This design comes from an exercise in tuning for small area, a short achievable clock period and few clock cycles on the open sky130 flow, not from production work. No functional check of the RTL was part of any run shown here. Power is estimated from default activity; no workload was simulated.

==> flow/config.mk <==
export PLATFORM = sky130hd
export DESIGN_NAME = AxisCrcChecker
export DESIGN_NICKNAME = AxisCrcChecker
export VERILOG_FILES = /design/flow/design.v
export SDC_FILE = /design/flow/constraint.sdc
export NUM_CORES = 8
export LEC_CHECK = 0
export CAP_MARGIN = 40
export CORE_MARGIN = 2
export CORE_UTILIZATION = 30
export PLACE_DENSITY = 0.5
export SLEW_MARGIN = 40
export SYNTH_MEMORY_MAX_BITS = 16384
==> flow/design.v <==
module calc_crc (
    input [7:0] CRC_I,
    input [7:0] DATA_I,
    output [7:0] CRC_O
);
    assign CRC_O[0] = CRC_I[0] ^ CRC_I[6] ^ CRC_I[7] ^ DATA_I[0] ^ DATA_I[6] ^ DATA_I[7];
    assign CRC_O[1] = CRC_I[0] ^ CRC_I[1] ^ CRC_I[6] ^ DATA_I[0] ^ DATA_I[1] ^ DATA_I[6];
    assign CRC_O[2] = CRC_I[0] ^ CRC_I[1] ^ CRC_I[2] ^ CRC_I[6] ^ DATA_I[0] ^ DATA_I[1] ^ DATA_I[2] ^ DATA_I[6];
    assign CRC_O[3] = CRC_I[1] ^ CRC_I[2] ^ CRC_I[3] ^ CRC_I[7] ^ DATA_I[1] ^ DATA_I[2] ^ DATA_I[3] ^ DATA_I[7];
    assign CRC_O[4] = CRC_I[2] ^ CRC_I[3] ^ CRC_I[4] ^ DATA_I[2] ^ DATA_I[3] ^ DATA_I[4];
    assign CRC_O[5] = CRC_I[3] ^ CRC_I[4] ^ CRC_I[5] ^ DATA_I[3] ^ DATA_I[4] ^ DATA_I[5];
    assign CRC_O[6] = CRC_I[4] ^ CRC_I[5] ^ CRC_I[6] ^ DATA_I[4] ^ DATA_I[5] ^ DATA_I[6];
    assign CRC_O[7] = CRC_I[5] ^ CRC_I[6] ^ CRC_I[7] ^ DATA_I[5] ^ DATA_I[6] ^ DATA_I[7];
endmodule
module AxisCrcChecker(
  input        clock,
  input        reset,
  output       io_AxisSlv_ready,
  input        io_AxisSlv_valid,
  input        io_AxisSlv_bits_Tlast,
  input  [7:0] io_AxisSlv_bits_Tdata,
  input        io_AxisMst_ready,
  output       io_AxisMst_valid,
  output       io_AxisMst_bits_Tlast,
  output [7:0] io_AxisMst_bits_Tdata
);
  localparam N  = 1024;           
  localparam LW = 4;              
  localparam LR = 4;              
  localparam KW = N >> LW;        
  localparam KR = N >> LR;        
  localparam RC = (1 << LR) - 1;  
  localparam QD = 8;              
  localparam QL = 3;
  reg       in_rdy;
  reg       i_v;
  reg [7:0] i_d;
  reg       i_l;
  always @(posedge clock) begin
    i_v <= ~reset & io_AxisSlv_valid & in_rdy;
    i_d <= io_AxisSlv_bits_Tdata;
    i_l <= io_AxisSlv_bits_Tlast;
  end
  reg  [7:0] crc;
  wire [7:0] crc_n;
  calc_crc u_calc_crc (.CRC_I(crc), .DATA_I(i_d), .CRC_O(crc_n));
  always @(posedge clock) begin
    if (reset) crc <= 8'hff;
    else if (i_v) crc <= i_l ? 8'hff : crc_n;
  end
  wire i_g = (crc_n == 8'h00);
  reg [9:0] bq [0:3];             
  reg [1:0] b_wp, b_rp;
  reg [2:0] b_cnt;
  wire      b_ne = (b_cnt != 3'd0);
  wire [9:0] b_head = bq[b_rp];
  wire [7:0] w_d = b_head[7:0];
  wire       w_l = b_head[8];
  wire       w_g = b_head[9];
  always @(posedge clock) begin
    if (i_v) bq[b_wp] <= {i_g, i_l, i_d};
  end
  reg  [9:0]  T;                  
  reg  [9:0]  wp;                 
  reg  [10:0] w_id;               
  reg  [10:0] r_id;               
  reg  [10:0] pk_start;           
  reg  [9:0]  rp;                 
  reg         cur_v;              
  reg  [9:0]  cur_end;            
  reg [20:0]   qq [0:QD-1];       
  reg [QL-1:0] q_wp, q_rp;
  reg [QL:0]   q_cnt;
  wire [20:0]  q_head = qq[q_rp];
  wire         q_ne = (q_cnt != 0);
  reg        c_v, c_g;
  reg [10:0] c_end;
  wire full   = (w_id[9:0] == r_id[9:0]) & (w_id[10] != r_id[10]);
  wire w_al   = (wp[LW-1:0] == 0);
  wire q_room = (q_cnt + c_v) < QD;
  wire wr     = b_ne & w_al & ~full & (~w_l | ~w_g | q_room);
  wire [9-LW:0] w_tap = wp[9:LW];
  wire r_al   = (rp[LR-1:0] == RC);
  reg  [2:0] f_used;              
  reg        x_v;
  wire       credit = ({1'b0, f_used} + x_v) < 4'd4;
  wire       rd     = cur_v & r_al & credit;
  wire       lastb  = (r_id[9:0] == cur_end);
  wire       next   = ~cur_v | (rd & lastb);
  wire       load   = next & q_ne;
  reg  [8*N-1:0] ring;
  wire [8*N-1:0] rot = {ring[8*N-9:0], ring[8*N-1:8*N-8]};
  integer k;
  always @(posedge clock) begin
    ring <= rot;
    for (k = 0; k < KW; k = k + 1)
      if (wr && w_tap == k) ring[8*(k<<LW) +: 8] <= w_d;
  end
  wire [8*KR-1:0] taps;
  genvar g;
  generate
    for (g = 0; g < KR; g = g + 1) begin : g_tap
      assign taps[8*g +: 8] = ring[8*((g<<LR)+RC) +: 8];
    end
  endgenerate
  reg [7:0] x_d;
  reg       x_l;
  always @(posedge clock) begin
    x_v <= ~reset & rd;
    x_d <= taps[8*rp[9:LR] +: 8];
    x_l <= lastb;
  end
  reg pop_q;
  always @(posedge clock) begin
    if (reset) begin
      T <= 10'd0;
      wp <= 10'd0;
      w_id <= 11'd1;
      r_id <= 11'd1;
      pk_start <= 11'd1;
      cur_v <= 1'b0;
      cur_end <= 10'd0;
      rp <= 10'd0;
      b_wp <= 2'd0; b_rp <= 2'd0; b_cnt <= 3'd0;
      q_wp <= 0; q_rp <= 0; q_cnt <= 0;
      c_v <= 1'b0; c_g <= 1'b0; c_end <= 11'd0;
      in_rdy <= 1'b0;
      f_used <= 3'd0;
    end else begin
      T <= T + 10'd1;
      if (i_v) b_wp <= b_wp + 2'd1;
      if (wr)  b_rp <= b_rp + 2'd1;
      b_cnt <= b_cnt + i_v - wr;
      in_rdy <= ({1'b0, b_cnt} + i_v + in_rdy - wr) <= 4'd3;
      if (wr) w_id <= w_id + 11'd1;
      else    wp <= wp + 10'd1;
      c_v <= wr & w_l;
      c_g <= w_g;
      c_end <= w_id;
      if (c_v) pk_start <= c_end + 11'd1;
      if (c_v & c_g) begin
        qq[q_wp] <= {pk_start, c_end[9:0]};
        q_wp <= q_wp + 1'b1;
      end
      q_cnt <= q_cnt + (c_v & c_g) - load;
      if (load) q_rp <= q_rp + 1'b1;
      if (load) begin
        cur_v <= 1'b1;
        r_id <= q_head[20:10];
        cur_end <= q_head[9:0];
        rp <= T + 10'd1 - q_head[19:10];
      end else begin
        if (next) cur_v <= 1'b0;
        if (rd) r_id <= r_id + 11'd1;
        else if (~cur_v) r_id <= pk_start;
        if (~rd) rp <= rp + 10'd1;
      end
      f_used <= f_used + x_v - pop_q;
    end
  end
  reg       o_v;
  reg [7:0] o_d;
  reg       o_l;
  reg [8:0] oq [0:2];
  reg [1:0] oq_wp, oq_rp, oq_cnt;
  wire      o_load = ~o_v | io_AxisMst_ready;
  wire      oq_ne  = (oq_cnt != 2'd0);
  wire [8:0] oq_head = oq[oq_rp];
  wire      oq_pop  = o_load & oq_ne;
  wire      oq_push = x_v & ~(o_load & ~oq_ne);
  always @(posedge clock) begin
    if (oq_push) oq[oq_wp] <= {x_l, x_d};
    if (reset) begin
      o_v <= 1'b0;
      oq_wp <= 2'd0; oq_rp <= 2'd0; oq_cnt <= 2'd0;
      pop_q <= 1'b0;
    end else begin
      pop_q <= o_v & io_AxisMst_ready;
      if (o_load) begin
        o_v <= oq_ne | x_v;
        {o_l, o_d} <= oq_ne ? oq_head : {x_l, x_d};
      end
      if (oq_push) oq_wp <= (oq_wp == 2'd2) ? 2'd0 : oq_wp + 2'd1;
      if (oq_pop)  oq_rp <= (oq_rp == 2'd2) ? 2'd0 : oq_rp + 2'd1;
      oq_cnt <= oq_cnt + oq_push - oq_pop;
    end
  end
  assign io_AxisSlv_ready      = in_rdy;
  assign io_AxisMst_valid      = o_v;
  assign io_AxisMst_bits_Tdata = o_d;
  assign io_AxisMst_bits_Tlast = o_l;
endmodule
==> flow/run.sh <==
#!/bin/bash
# synth_recipe.tcl (not shown) runs the flow's synth.tcl, then flattens the netlist and writes it again
# the make line also repeats each setting of config.mk as NAME=value (left out here)
make -C /OpenROAD-flow-scripts/flow DESIGN_CONFIG=/design/flow/config.mk WORK_HOME=/design/flow/orfs CLKGATE_MAP_FILE= SYNTH_SCRIPT=/design/flow/synth_recipe.tcl finish
==> flow/constraint.sdc <==
create_clock -name core_clock -period 15.0 [get_ports {clock}]
set_input_delay 3.0000 -clock core_clock [delete_from_list [all_inputs] [get_ports {clock}]]
set_output_delay 3.0000 -clock core_clock [all_outputs]
set_load 0.01 [all_outputs]
==> results.py, run 1 <==
metrics = {
    "status": {
        "status": "no timing/DRC/antenna violations",
    },
    "clock_tree": {
        "clk_path_buf_depth": 4,
        "cts_root_buf": "clkbuf_16",
        "path_clk_slew_ns": 0.06,
        "cts_hold_buffers": 0,
        "insertion_delay_ns": 1.09,
        "clock_sinks": 8587,
        "htreeDepth": 6,
        "postCtsSetupRepairBufs": 0,
        "numCtsBuffers": 744,
        "cts_tree": "built",
        "ctsResizeCount": 0,
    },
    "setup_path": {
        "crit_buf_inv": 1,
        "reg2reg_from": "f_used[1]$_SDFF_PP0_",
        "crit_type": "reg -> out",
        "crit_fanout": 1,
        "cpLargestDelayFamily": "flip-flops",
        "critPathMaxStageDelay_ns": 0.78,
        "cpMaxStageDelayCell": "edfxtp_1",
        "arrival_ns": 2.56,
        "crit_path_start_kind": "flop",
        "worstSetupStartpoint": "o_d[1]$_DFFE_PP_",
        "worst_setup_path_end_kind": "output port",
        "path_cells": "clkdlybuf4s50_1",
        "critPathRequiredTime_ns": 12.00,
    },
    "global_routing": {
        "grt_pass1_wl_um": 457000,
        "grt_usage_pct": 9.42,
        "grt_max_degree": 65,
        "gr-total-overflow": 0,
        "grt_use_met3_pct": 1.85,
        "top_usage_layer": "met1",
        "met1_usage_pct": 14.1,
        "grt_pass1_vias": 71300,
        "use_met2_pct": 13.6,
        "grt_antenna_before_repair": 55,
    },
    "hold_path": {
        "hold_start": "ring[2911]$_DFF_P_",
        "min_path_type": "reg -> reg",
    },
    "place": {
        "place_congestion": 0.715,
        "hpwl_um": 184000,
        "portBuffers": 23,
        "dp_slack_ns": 9.77,
    },
    "sta": {
        "rsz0062_at_grt": "false",
        "skew_ns": 0.0724,
        "tns_ns": 0,
        "hold-worst-slack_ns": 0.286,
        "slew_headroom_pct": 40.4,
        "setup_ws_ns": 9.44,
        "fin_crit_ns": 5.56,
        "slew_violations": 0,
        "setup_viol": 0,
        "max_freq_ghz": 0.180,
        "worstMarginPinSlew_ns": 0.894,
        "period_share_pct": 37.0,
        "hold_viol": 0,
    },
    "power": {
        "power_leakage_nw": 87.5,
        "p_total_mw": 45.0,
        "ir_drop_mv": 0.117,
        "powerDensity_mw_per_mm2": 198,
    },
    "layout": {
        "fin_nets": 11400,
        "area_delta_synth_final_pct": 18.9,
        "nFillCells": 59300,
        "drive_gt1_share_pct": 14.3,
        "utilization_pct": 35.8,
    },
    "route": {
        "drt_wl_total_um": 311000,
        "firstDrtPassIters": 5,
        "drt_iter0_markers": 3905,
        "viasPerCell": 3.62,
        "drtAntennaViolNets": 0,
        "avgRoutedWirePerCell_um": 15.3,
        "drc": 0,
        "vias": 73600,
    },
    "job": {
        "cap_violations": 0,
    },
    "yosys": {
        "synth_area_mm2": 0.191,
        "synth-seq-area-share_pct": 91.4,
        "async_reset_ff_share_pct": 0,
        "post_synth.cell_area_avg_um2": 17.7,
        "yosys_warnings": 1,
        "ys_types": 60,
        "synthCells": 10800,
        "synth_edf_count": 244,
        "ys_ff_latch": 8587,
        "synth_flop_cell": "dfxtp_1",
        "syn_nets": 10800,
    },
    "floorplan": {
        "die_h_um": 801,
        "core_mm2": 0.633,
        "ios": 24,
        "die_area_mm2": 0.642,
        "start_util_pct": 30.1,
        "rows": 292,
        "die_w_um": 801,
    },
}
[flip-flops by register name, summed over array words and instances, names as in the netlist, 4 cells and up, named ones only]
register,flops
bq,40
o_d,8
qq,168
wp,10
pk_start,11
c_end,11
crc,8
rp,10
i_d,8
T,10
x_d,8
cur_end,10
q_cnt,4
oq,27
w_id,11
ring,8192
r_id,11
[per-layer routing]
| metal | vias to the layer above | part of all wire, % |
|---|---|---|
| met5 | - | 0 |
| li1 | 36000 | - |
| met2 | 1273 | 41 |
| met4 | 0 | 2.8 |
| met3 | 629 | 4.7 |
| met1 | 35700 | 52 |
[cell families after synthesis]
| family | after synthesis | share of synthesized area (%) |
|---|---|---|
| and+or+nand+nor | 801 | 1.96 |
| xor gates and xnor gates | 108 | 0.504 |
| muxes | 416 | 3.71 |
| AOI/OAI and AO/OA | 521 | 1.47 |
| DFF | 8587 | 91.4 |
| adders and majority gates | 44 | 0.304 |
| buffers and inverters | 280 | 0.651 |
[power breakdown]
group          leakage (nW)  switching [mW]  internal [mW]
clock network          12.6            8.07           11.2
logic                  5.48            1.23          0.595
registers              69.5           0.359           23.5
total                  87.5            9.66           35.3
[cell usage in the layout, fill, tap and decap left out, drive strengths merged, types with 33 or more instances in the layout]
cell type	synthesis	routed
xor2	41	41
or3	55	55
a211oi	38	38
nor2	145	145
nand3	44	44
mux4	209	209
ha	40	40
clkbuf	167	1104
nand2	437	437
dfxtp	8343	8343
bufinv	0	55
inv	32	61
mux2	168	168
buf	79	59
clkinv	2	151
mux2i	39	39
xnor2	66	66
nor2b	33	33
o21ai	397	397
edfxtp	244	244
a21oi	43	43
[metrics by stage]
step	instances	cell area [µm²]
2_1_floorplan	10800	191000
3_3_place_gp	19000	201000
3_5_place_dp	19000	201000
4_1_cts	20300	227000
5_1_grt	20300	227000
6_report	20300	227000
[worst paths after layout]
path | end | slack [ns] | cells past startpoint
setup reg to reg | q_cnt[2]$_SDFF_PP0_ | 10.67 | 15
hold / removal | ring[2919]$_DFF_P_ | 0.29 | 0
hold reg to reg | ring[2919]$_DFF_P_ | 0.29 | 0
setup / recovery | io_AxisMst_bits_Tdata[1] | 9.44 | 1
[area by class of cell]
class,instances,area [µm²],area share (%)
Multi-Input combinational cell,1890,15400,6.79
Clock inverter,250,3400,1.50
Sequential cell,8587,174000,76.9
Timing Repair Buffer,81,791,0.349
Antenna cell,18,45.0,0.0199
Tap cell,8379,10500,4.62
Inverter,34,130,0.0574
Clock buffer,1104,22200,9.77
[Yosys cell counts, drive strengths merged, types with 4 or more instances]
library cell	count	area [µm²]
a211oi	38	285
a21o	8	60.1
a21oi	43	215
a31oi	5	31.3
and2	8	50.1
and3	6	37.5
buf	79	437
clkbuf	167	676
dfxtp	8343	167000
edfxtp	244	7330
fa	4	80.1
ha	40	500
inv	32	123
mux2	168	1980
mux2i	39	390
mux4	209	4710
nand2	437	1640
nand2b	16	100
nand3	44	238
nand4	19	119
nor2	145	773
nor2b	33	206
nor3	23	115
nor3b	6	45.0
nor4	4	25.0
o21a	9	67.6
o21ai	397	1990
o22ai	6	37.5
or3	55	344
xnor2	66	578
xor2	41	359
==> inputs of run 2 (changes only) <==
--- a/flow/config.mk
+++ b/flow/config.mk
@@ -8,6 +8,8 @@
 export CAP_MARGIN = 40
 export CORE_MARGIN = 2
-export CORE_UTILIZATION = 30
-export PLACE_DENSITY = 0.5
+export CORE_UTILIZATION = 60
+export CTS_BUF_LIST = sky130_fd_sc_hd__clkbuf_8
+export CTS_CLUSTER_SIZE = 40
+export PLACE_DENSITY = 0.7
 export SLEW_MARGIN = 40
 export SYNTH_MEMORY_MAX_BITS = 16384
==> run 2 against run 1 <==
Effect of this change:
- now fails the layout checks on antenna violations
- die area decreased by 50%
- sequential power about the same
- utilization increased by 33 points
- clock power decreased by about 10%
- clock skew increased by 0.027 ns
- largest cell class unchanged
- flip-flop and latch count unchanged
- global-route usage increased by 11 points
- total power decreased by 4.5%
- hold slack got worse by 0.023 ns
- cell count decreased by 17%
- via count increased by 5.0%
==> results.py, run 2 <==
metrics = {
    "layout": {
        "drive_gt1_share_pct": 17.0,
        "area_delta_synth_final_pct": 15.1,
        "nFillCells": 19000,
        "final_cell_mix": "8335 x dfxtp_1, 1508 x clkbuf_8, 435 x inv_1, 434 x nand2_1, 296 x o21ai_1",
        "layout_commonest_cell": "dfxtp_1",
        "regArea_mm2": 0.174,
        "top_regs": "ring x8192, qq x168, bq x40",
        "design_area_mm2": 0.219,
        "top_register": "ring",
        "largest_reg_flops": 8192,
        "multi_input_area_mm2": 0.0153,
        "fin_nets": 11900,
    },
    "floorplan": {
        "die_area_mm2": 0.322,
        "ios": 24,
        "start_util_pct": 60.1,
        "rows": 207,
        "core_mm2": 0.317,
        "die_w_um": 568,
        "die_h_um": 568,
    },
    "yosys": {
        "synth_area_mm2": 0.191,
        "yosysTopAreaCellShare_pct": 87.6,
        "post_synth.cell_area_avg_um2": 17.7,
        "synth-seq-area-share_pct": 91.4,
        "ys_ff_latch": 8587,
        "yosysTopAreaCell": "dfxtp_1",
        "synth_edf_count": 244,
        "synth.most_common_cell": "dfxtp_1",
        "synth_common_cells": "8343 x dfxtp_1, 437 x nand2_1, 304 x o21ai_1, 244 x edfxtp_1, 209 x mux4_2",
        "synth_flop_cell": "dfxtp_1",
        "async_reset_ff_share_pct": 0,
        "yosys_warnings": 1,
        "synth_area_leaders": "dfxtp_1 88%, edfxtp_1 3.8%, mux4_2 2.5%",
        "syn_nets": 10800,
        "synthCells": 10800,
        "ys_types": 60,
    },
    "sta": {
        "hold_viol": 0,
        "fin_crit_ns": 5.21,
        "slew_headroom_pct": 36.6,
        "worstMarginPinSlew_ns": 0.949,
        "max_freq_ghz": 0.192,
        "hold-worst-slack_ns": 0.263,
        "period_share_pct": 34.7,
        "slew_violations": 0,
        "setup_viol": 0,
        "tns_ns": 0,
        "rsz0062_at_grt": "false",
        "setup_ws_ns": 9.79,
        "skew_ns": 0.0989,
    },
    "setup_path": {
        "cpMaxStageDelayCell": "clkdlybuf4s50_1",
        "crit_fanout": 3,
        "crit_buf_inv": 1,
        "cp_num_cells": 1,
        "critPathRequiredTime_ns": 12.00,
        "crit_path_start_kind": "flop",
        "critPathMaxStageDelay_ns": 0.57,
        "crit_type": "reg -> out",
        "cpLargestDelayFamily": "buffers and inverters",
        "r2r_cells": 14,
        "path_cells": "clkdlybuf4s50_1",
        "arrival_ns": 2.21,
        "worst_setup_path_end_kind": "output port",
    },
    "global_routing": {
        "gr-total-overflow": 0,
        "grt_antenna_before_repair": 38,
        "grt_max_degree": 99,
        "grt_pass1_vias": 82000,
        "grt_usage_pct": 20.4,
        "grt_pass1_wl_um": 486000,
    },
    "route": {
        "vias": 77300,
        "viasPerCell": 4.58,
        "drc": 0,
        "avgRoutedWirePerCell_um": 19.2,
        "drtAntennaViolNets": 1,
        "drt_iter0_markers": 5100,
        "drt_wl_total_um": 324000,
        "firstDrtPassIters": 6,
    },
    "status": {
        "status": "complete, but fails checks",
        "failed_checks": "antenna violations",
    },
    "clock_tree": {
        "ctsResizeCount": 0,
        "postCtsSetupRepairBufs": 0,
        "path_clk_slew_ns": 0.07,
        "cts_tree": "built",
        "cts_root_buf": "clkbuf_8",
        "clock_sinks": 8587,
        "numCtsBuffers": 1234,
        "htreeDepth": 7,
        "clk_path_buf_depth": 5,
        "cts_hold_buffers": 0,
        "insertion_delay_ns": 1.26,
    },
    "job": {
        "cap_violations": 0,
    },
    "place": {
        "postPlaceCellArea_mm2": 0.196,
        "hpwl_um": 186000,
        "portBuffers": 23,
        "place_congestion": 0.785,
        "dp_slack_ns": 9.78,
    },
    "power": {
        "ir_drop_mv": 0.120,
        "p_total_mw": 42.9,
        "power_leakage_nw": 88.6,
        "powerDensity_mw_per_mm2": 196,
    },
    "hold_path": {
        "min_path_type": "reg -> reg",
        "whs_path_depth": 0,
    },
}
==> run 2: cell counts after synthesis <==
No cell type changed its count.
==> run 2: final cells by class <==
cell class | count | area share [%]
multi-input combinational | 1890 | 6.99
clock buffer | 1508 | 9.46
clock inverter | 560 | 1.30
sequential | 8587 | 79.4
inverter | 34 | 0.0599
tap | 4180 | 2.38
antenna | 32 | 0.0365
timing repair buffer | 76 | 0.319
==> run 2: kinds of logic (layout without fill, tap and decap cells) <==
kind of cell    after synthesis  count (layout)  share of synthesized area [%]
flops                      8587            8587                           91.4
simple gates                801             801                           1.96
compound gates              521             521                           1.47
mux                         416             416                           3.71
buf+inv                     280            2178                          0.651
xor+xnor                    108             108                          0.504
fa+ha+maj                    44              44                          0.304
other cells                   0              32                              0
==> run 2: final timing paths <==
check                                     startpoint             endpoint  slack, ns
worst max register to register  f_used[1]$_SDFF_PP0_  q_cnt[2]$_SDFF_PP0_      10.53
worst min register to register     ring[833]$_DFF_P_    ring[841]$_DFF_P_       0.26
worst min-delay path               ring[833]$_DFF_P_    ring[841]$_DFF_P_       0.26
worst max-delay path               in_rdy$_SDFF_PP0_     io_AxisSlv_ready       9.79
==> run 2: report_power, final <==
group,internal [mW],switching [mW],total (mW)
Clock,9.33,7.99,17.3
Combinational,0.583,1.20,1.79
Sequential,23.5,0.347,23.8
Total,33.4,9.54,42.9
==> run 2: layer usage <==
| layer | vias up | share of wire, % | GRT usage, % |
|---|---|---|---|
| li1 | 37100 | - | - |
| met5 | - | 0.042 | 0 |
| met4 | 6 | 2.3 | 8.21 |
| met1 | 37800 | 48 | 28.9 |
| met2 | 1856 | 44 | 29.9 |
| met3 | 505 | 5.2 | 5.58 |
==> run 2: metrics by stage <==
| step | std cells | util, % |
|---|---|---|
| 2_1_floorplan | 10800 | - |
| 6_report | 16900 | 69.2 |
| 3_3_place_gp | 14800 | 61.7 |
| 3_5_place_dp | 14800 | 61.7 |
| 4_1_cts | 16800 | 69.1 |
| 5_1_grt | 16800 | 69.2 |
==> inputs of run 3 (changes only) <==
--- a/flow/config.mk
+++ b/flow/config.mk
@@ -9,6 +9,6 @@
 export CORE_MARGIN = 2
 export CORE_UTILIZATION = 60
-export CTS_BUF_LIST = sky130_fd_sc_hd__clkbuf_8
-export CTS_CLUSTER_SIZE = 40
+export CTS_BUF_LIST = sky130_fd_sc_hd__clkbuf_4
+export CTS_CLUSTER_SIZE = 30
 export PLACE_DENSITY = 0.7
 export SLEW_MARGIN = 40
==> run 3 against run 2 <==
Effect of this change:
- the run now finishes clean
- design area fell by 0.30%
- non-clock buffer count did not move
- flip-flop and latch count did not move
- fmax fell by 7.0%
- synthesized area did not move
- register-to-register slack improved by 0.04 ns
- critical path depth did not move
- sequential share of layout area rose by 0.24 points
- largest cell class unchanged
==> results.py, run 3 <==
metrics = {
    "clock_tree": {
        "cts_hold_buffers": 0,
        "ctsResizeCount": 0,
        "cts_tree": "built",
        "numCtsBuffers": 1884,
        "clock_sinks": 8587,
        "path_clk_slew_ns": 0.07,
        "cts_root_buf": "clkbuf_4",
        "postCtsSetupRepairBufs": 0,
        "htreeDepth": 7,
        "clk_path_buf_depth": 5,
        "insertion_delay_ns": 1.66,
    },
    "floorplan": {
        "die_area_mm2": 0.322,
        "core_mm2": 0.317,
        "start_util_pct": 60.1,
        "ios": 24,
        "rows": 207,
        "die_h_um": 568,
        "die_w_um": 568,
    },
    "setup_path": {
        "cpLargestDelayFamily": "buffers and inverters",
        "timing.rr.end": "q_cnt[2]$_SDFF_PP0_",
        "reg2reg_from": "f_used[1]$_SDFF_PP0_",
        "crit_fanout": 3,
        "worst_setup_path_end_kind": "output port",
        "crit_type": "reg -> out",
        "cp_num_cells": 1,
        "critPathRequiredTime_ns": 12.00,
        "worstSetupStartpoint": "in_rdy$_SDFF_PP0_",
        "critPathMaxStageDelay_ns": 0.57,
        "crit_path_start_kind": "flop",
        "path_cells": "clkdlybuf4s50_1",
        "cpMaxStageDelayCell": "clkdlybuf4s50_1",
        "r2r_cells": 14,
        "endpoint": "io_AxisSlv_ready",
        "crit_buf_inv": 1,
        "arrival_ns": 2.60,
        "r2r_slack_ns": 10.57,
    },
    "layout": {
        "fin_nets": 12500,
        "regArea_mm2": 0.174,
        "nFillCells": 19900,
        "area_delta_synth_final_pct": 14.7,
        "top_regs": "ring x8192, qq x168, bq x40",
        "largest_reg_flops": 8192,
        "final_cell_mix": "8335 x dfxtp_1, 2841 x clkbuf_4, 434 x nand2_1, 296 x o21ai_1, 244 x edfxtp_1",
        "drive_gt1_share_pct": 24.9,
        "top_register": "ring",
        "design_area_mm2": 0.219,
        "layout_commonest_cell": "dfxtp_1",
        "multi_input_area_mm2": 0.0153,
    },
    "route": {
        "vias": 81100,
        "firstDrtPassIters": 5,
        "drt_iter0_markers": 4422,
        "drc": 0,
        "avgRoutedWirePerCell_um": 17.8,
        "drt_wl_total_um": 319000,
        "viasPerCell": 4.52,
        "drtAntennaViolNets": 0,
    },
    "global_routing": {
        "grt_usage_pct": 20.3,
        "gr-total-overflow": 0,
        "grt_pass1_vias": 86500,
        "grt_pass1_wl_um": 485000,
        "grt_max_degree": 99,
        "grt_antenna_before_repair": 34,
    },
    "sta": {
        "max_freq_ghz": 0.178,
        "period_share_pct": 37.3,
        "slew_violations": 0,
        "hold_viol": 0,
        "setup_viol": 0,
        "worstMarginPinSlew_ns": 0.891,
        "rsz0062_at_grt": "false",
        "slew_headroom_pct": 40.6,
        "tns_ns": 0,
        "fin_crit_ns": 5.60,
        "skew_ns": 0.163,
    },
    "yosys": {
        "synthCells": 10800,
        "synth_area_leaders": "dfxtp_1 88%, edfxtp_1 3.8%, mux4_2 2.5%",
        "ys_ff_latch": 8587,
        "yosysTopAreaCellShare_pct": 87.6,
        "synth_flop_cell": "dfxtp_1",
        "ys_types": 60,
        "synth_area_mm2": 0.191,
        "post_synth.cell_area_avg_um2": 17.7,
        "synth.most_common_cell": "dfxtp_1",
        "synth_common_cells": "8343 x dfxtp_1, 437 x nand2_1, 304 x o21ai_1, 244 x edfxtp_1, 209 x mux4_2",
        "async_reset_ff_share_pct": 0,
        "yosys_warnings": 1,
        "yosysTopAreaCell": "dfxtp_1",
        "synth-seq-area-share_pct": 91.4,
        "syn_nets": 10800,
        "synth_edf_count": 244,
    },
    "hold_path": {
        "whs_path_depth": 0,
        "min_path_type": "reg -> reg",
    },
    "place": {
        "hpwl_um": 186000,
        "place_congestion": 0.785,
        "portBuffers": 23,
        "postPlaceCellArea_mm2": 0.196,
    },
    "power": {
        "ir_drop_mv": 0.116,
        "powerDensity_mw_per_mm2": 193,
        "power_leakage_nw": 88.7,
    },
    "job": {
        "cap_violations": 0,
    },
    "status": {
        "status": "no timing/DRC/antenna violations",
    },
}
==> run 3: cell counts after synthesis <==
No cell type changed its count.
==> run 3: power breakdown <==
part           switching (mW)  internal, mW  total (mW)
clock network            7.93          8.77        16.7
logic                    1.19         0.582        1.77
registers               0.342          23.5        23.8
total                    9.46          32.8        42.3
==> run 3: metal layers <==
metal  vias to the layer above  global-route usage [%]  wire [µm]
met5                         -                       0         26
met4                         4                    8.48       5940
met3                       444                    6.65      17300
met2                      1978                    29.5     142000
met1                     39300                    28.0     154000
li1                      39400                       -          -
==> run 3: worst min-delay path by stage <==
stage	endpoint	start
after floorplan	ring[1000]$_DFF_P_	ring[992]$_DFF_P_
after CTS	ring[5320]$_DFF_P_	ring[5312]$_DFF_P_
final	ring[5642]$_DFF_P_	ring[5634]$_DFF_P_
after global routing	ring[1052]$_DFF_P_	ring[1044]$_DFF_P_
after detailed placement	ring[1275]$_DFF_P_	ring[1267]$_DFF_P_
after global placement	ring[6303]$_DFF_P_	ring[6295]$_DFF_P_
==> run 3: kinds of logic (layout without fill, tap and decap cells) <==
| kind of cell | after synthesis | in the layout | share of synthesized area, % |
|---|---|---|---|
| flip-flops | 8587 | 8587 | 91.4 |
| AND/OR/NAND/NOR | 801 | 801 | 1.96 |
| AO/OA/AOI/OAI | 521 | 521 | 1.47 |
| multiplexers | 416 | 416 | 3.71 |
| buffers and inverters | 280 | 3259 | 0.651 |
| XOR/XNOR | 108 | 108 | 0.504 |
| adder cells (fa/ha/maj) | 44 | 44 | 0.304 |
| other | 0 | 31 | 0 |
==> run 3: final cells by class <==
type                    count  share of cell area (%)
diodes                     31                  0.0355
repair buffers             76                   0.320
flip-flops and latches   8587                    79.7
clock inverters           308                   0.750
well taps                4180                    2.39
clock buffers            2841                    9.75
multi-input cells        1890                    7.01
inverters                  34                  0.0600
==> run 3: stage by stage <==
stage / cells / utilization, % / total power, mW / hold WS (ns) / setup WS (ns)
2_1_floorplan: 10800 / - / 25.2 / 0.310 / 9.10
3_3_place_gp: 14800 / 61.7 / 26.0 / 0.309 / 9.60
3_5_place_dp: 14800 / 61.7 / 26.1 / 0.312 / 9.78
4_1_cts: 17900 / 68.9 / 42.8 / 0.186 / 9.14
5_1_grt: 17900 / 69.0 / 44.1 / 0.196 / 9.12
6_report: 17900 / 69.0 / 42.3 / 0.195 / 9.40
==> inputs of run 4 (changes only) <==
--- a/flow/config.mk
+++ b/flow/config.mk
@@ -9,5 +9,6 @@
 export CORE_MARGIN = 2
 export CORE_UTILIZATION = 60
-export CTS_BUF_LIST = sky130_fd_sc_hd__clkbuf_4
+export CTS_BUF_LIST = sky130_fd_sc_hd__clkbuf_16
+export CTS_CLUSTER_DIAMETER = 100
 export CTS_CLUSTER_SIZE = 30
 export PLACE_DENSITY = 0.7
==> run 4 against run 3 <==
Effect of this change:
- sequential power about the same
- sequential share of layout area up 5.5 points
- first-iteration DRC count up 15%
- clock power decreased by 38%
- synthesized cell count is the same
- synthesized area stayed put
- highest routed layer is now met4
- design area shrank 6.5%
- non-clock buffer count stayed put
- total power decreased by 15%
- largest cell class unchanged
- global-route usage fell by 1.9 points
- register-to-register slack worse by 0.10 ns
- die area unchanged
==> results.py, run 4 <==
metrics = {
    "floorplan": {
        "ios": 24,
        "die_w_um": 568,
        "core_mm2": 0.317,
        "rows": 207,
        "die_h_um": 568,
        "die_area_mm2": 0.322,
        "start_util_pct": 60.1,
    },
    "setup_path": {
        "critPathMaxStageDelay_ns": 0.58,
        "crit_type": "reg -> out",
        "worst_setup_path_end_kind": "output port",
        "crit_buf_inv": 1,
        "arrival_ns": 1.91,
        "critPathRequiredTime_ns": 12.00,
        "cpLargestDelayFamily": "buffers and inverters",
        "crit_path_start_kind": "flop",
        "crit_fanout": 3,
        "path_cells": "clkdlybuf4s50_1",
        "cpMaxStageDelayCell": "clkdlybuf4s50_1",
        "r2r_slack_ns": 10.47,
    },
    "route": {
        "drtAntennaViolNets": 0,
        "viasPerCell": 4.66,
        "drc": 0,
        "vias": 70700,
        "avgRoutedWirePerCell_um": 19.7,
        "firstDrtPassIters": 5,
        "drt_wl_total_um": 299000,
        "drt_iter0_markers": 5078,
    },
    "yosys": {
        "synth_area_leaders": "dfxtp_1 88%, edfxtp_1 3.8%, mux4_2 2.5%",
        "ys_ff_latch": 8587,
        "post_synth.cell_area_avg_um2": 17.7,
        "yosysTopAreaCell": "dfxtp_1",
        "synth.most_common_cell": "dfxtp_1",
        "synth_edf_count": 244,
        "async_reset_ff_share_pct": 0,
        "syn_nets": 10800,
        "ys_types": 60,
        "synth_flop_cell": "dfxtp_1",
        "synth-seq-area-share_pct": 91.4,
        "synth_area_mm2": 0.191,
        "yosys_warnings": 1,
        "synth_common_cells": "8343 x dfxtp_1, 437 x nand2_1, 304 x o21ai_1, 244 x edfxtp_1, 209 x mux4_2",
        "synthCells": 10800,
        "yosysTopAreaCellShare_pct": 87.6,
    },
    "sta": {
        "setup_ws_ns": 10.09,
        "setup_viol": 0,
        "slew_violations": 0,
        "fin_crit_ns": 4.91,
        "skew_ns": 0.0539,
        "hold-worst-slack_ns": 0.297,
        "worstMarginPinSlew_ns": 0.896,
        "rsz0062_at_grt": "false",
        "tns_ns": 0,
        "period_share_pct": 32.7,
        "hold_viol": 0,
        "max_freq_ghz": 0.204,
        "slew_headroom_pct": 40.1,
    },
    "clock_tree": {
        "insertion_delay_ns": 0.95,
        "clk_path_buf_depth": 4,
        "cts_hold_buffers": 0,
        "postCtsSetupRepairBufs": 0,
        "path_clk_slew_ns": 0.11,
        "cts_tree": "built",
        "ctsResizeCount": 0,
        "htreeDepth": 5,
        "numCtsBuffers": 325,
        "clock_sinks": 8587,
        "cts_root_buf": "clkbuf_16",
    },
    "place": {
        "hpwl_um": 186000,
        "place_congestion": 0.785,
        "dp_slack_ns": 9.78,
        "dp.cells": 14800,
        "portBuffers": 23,
    },
    "layout": {
        "area_delta_synth_final_pct": 7.27,
        "fin_nets": 11000,
        "stdcell_count": 15200,
        "top_register": "ring",
        "largest_reg_flops": 8192,
        "multi_input_area_mm2": 0.0153,
        "regArea_mm2": 0.174,
        "nFillCells": 21000,
        "drive_gt1_share_pct": 7.78,
        "top_regs": "ring x8192, qq x168, bq x40",
        "layout_commonest_cell": "dfxtp_1",
        "final_cell_mix": "8335 x dfxtp_1, 434 x nand2_1, 327 x clkbuf_16, 296 x o21ai_1, 244 x edfxtp_1",
    },
    "power": {
        "seq_power_share_pct": 66.3,
        "pwr-share-clk_pct": 28.8,
        "ir_drop_mv": 0.108,
        "intPower_mw": 28.1,
        "comb_power_share_pct": 4.9,
        "power_leakage_nw": 79.3,
        "p_total_mw": 35.9,
        "p_switching_mw": 7.83,
        "swShare_pct": 21.8,
        "powerDensity_mw_per_mm2": 175,
    },
    "global_routing": {
        "grt_max_degree": 99,
        "grt_pass1_wl_um": 442000,
        "grt_pass1_vias": 70500,
        "gr-total-overflow": 0,
        "grt_antenna_before_repair": 31,
        "grt_usage_pct": 18.3,
    },
    "job": {
        "cap_violations": 0,
    },
    "hold_path": {
        "min_path_type": "reg -> reg",
    },
    "status": {
        "status": "no timing/DRC/antenna violations",
    },
}
[run 4: logic make-up after synthesis]
group	count (synthesis)	share of synthesized area, %
compound gates	521	1.47
xor+xnor	108	0.504
fa+ha+maj	44	0.304
buf+inv	280	0.651
flops	8587	91.4
mux	416	3.71
simple gates	801	1.96
[run 4: per-stage QoR]
stage | instance area, µm² | util, %
after global placement | 196000 | 61.7
after floorplan | 191000 | -
after CTS | 205000 | 64.5
after global routing | 205000 | 64.5
after detailed placement | 196000 | 61.7
final | 205000 | 64.5
[run 4: cell type report]
type	instances	area share (%)
Antenna cell	24	0.0293
Sequential cell	8587	85.2
Inverter	34	0.0642
Timing Repair Buffer	76	0.342
Tap cell	4180	2.56
Clock inverter	46	0.298
Multi-Input combinational cell	1890	7.50
Clock buffer	327	4.00
[run 4: power by group through the flow]
stage	Sequential (mW)	Combinational (mW)	Clock (mW)
6_report	23.8	1.76	10.3
5_1_grt	23.9	1.87	11.3
4_1_cts	23.8	1.77	10.6
3_5_place_dp	24.3	1.76	0
3_3_place_gp	24.3	1.70	0
2_1_floorplan	24.1	1.10	0
[run 4: worst paths after layout]
check	end	depth (start not counted)	start
hold / removal	ring[3216]$_DFF_P_	0	ring[3208]$_DFF_P_
setup reg to reg	q_cnt[2]$_SDFF_PP0_	14	f_used[1]$_SDFF_PP0_
setup / recovery	io_AxisSlv_ready	1	in_rdy$_SDFF_PP0_
hold reg to reg	ring[3216]$_DFF_P_	0	ring[3208]$_DFF_P_
[run 4: layer usage]
metal	track usage [%]	routed length [µm]	up-vias	share of wire [%]
li1	-	-	34600	-
met1	28.6	153000	34600	51
met2	27.3	128000	1145	43
met3	2.68	12500	360	4.2
met4	4.09	5880	0	2.0
met5	0	0	-	0

## re-timing with driven ports
In the flow no input, the clock included, has a driving cell. The finished layouts below were timed again as built, in two steps.
Step 1 assumes that a clkbuf_16 drives the clock port and a buf_2 every other input.
Step 2 also shifts input and output timing later by t, the mid clock arrival at the registers, as if the neighbouring blocks saw the same clock.
Three values: ideal ports, drivers, drivers and shift; two values: the first two.
run | t (ns) | setup slack, ns | worst hold slack (ns) | worst setup path after step 2 | slew at the worst register clock pin (ns)
run 1 | 1.174 | 9.443 / 9.320 / 9.821 | 0.286 / 0.286 / 0.286 | input to register | 0.08 / 0.08
run 2 | 1.316 | 9.789 / 9.693 / 9.764 | 0.263 / 0.263 / 0.263 | input to register | 0.08 / 0.08
run 3 | 1.696 | 9.398 / 9.296 / 9.744 | 0.195 / 0.195 / 0.195 | input to register | 0.08 / 0.08
run 4 | 1.019 | 10.092 / 9.995 / 9.785 | 0.297 / 0.297 / 0.297 | input to register | 0.12 / 0.12
The setup slack of run 4, which loses most, moves by -0.097 ns with the drivers and by -0.307 ns with both steps.
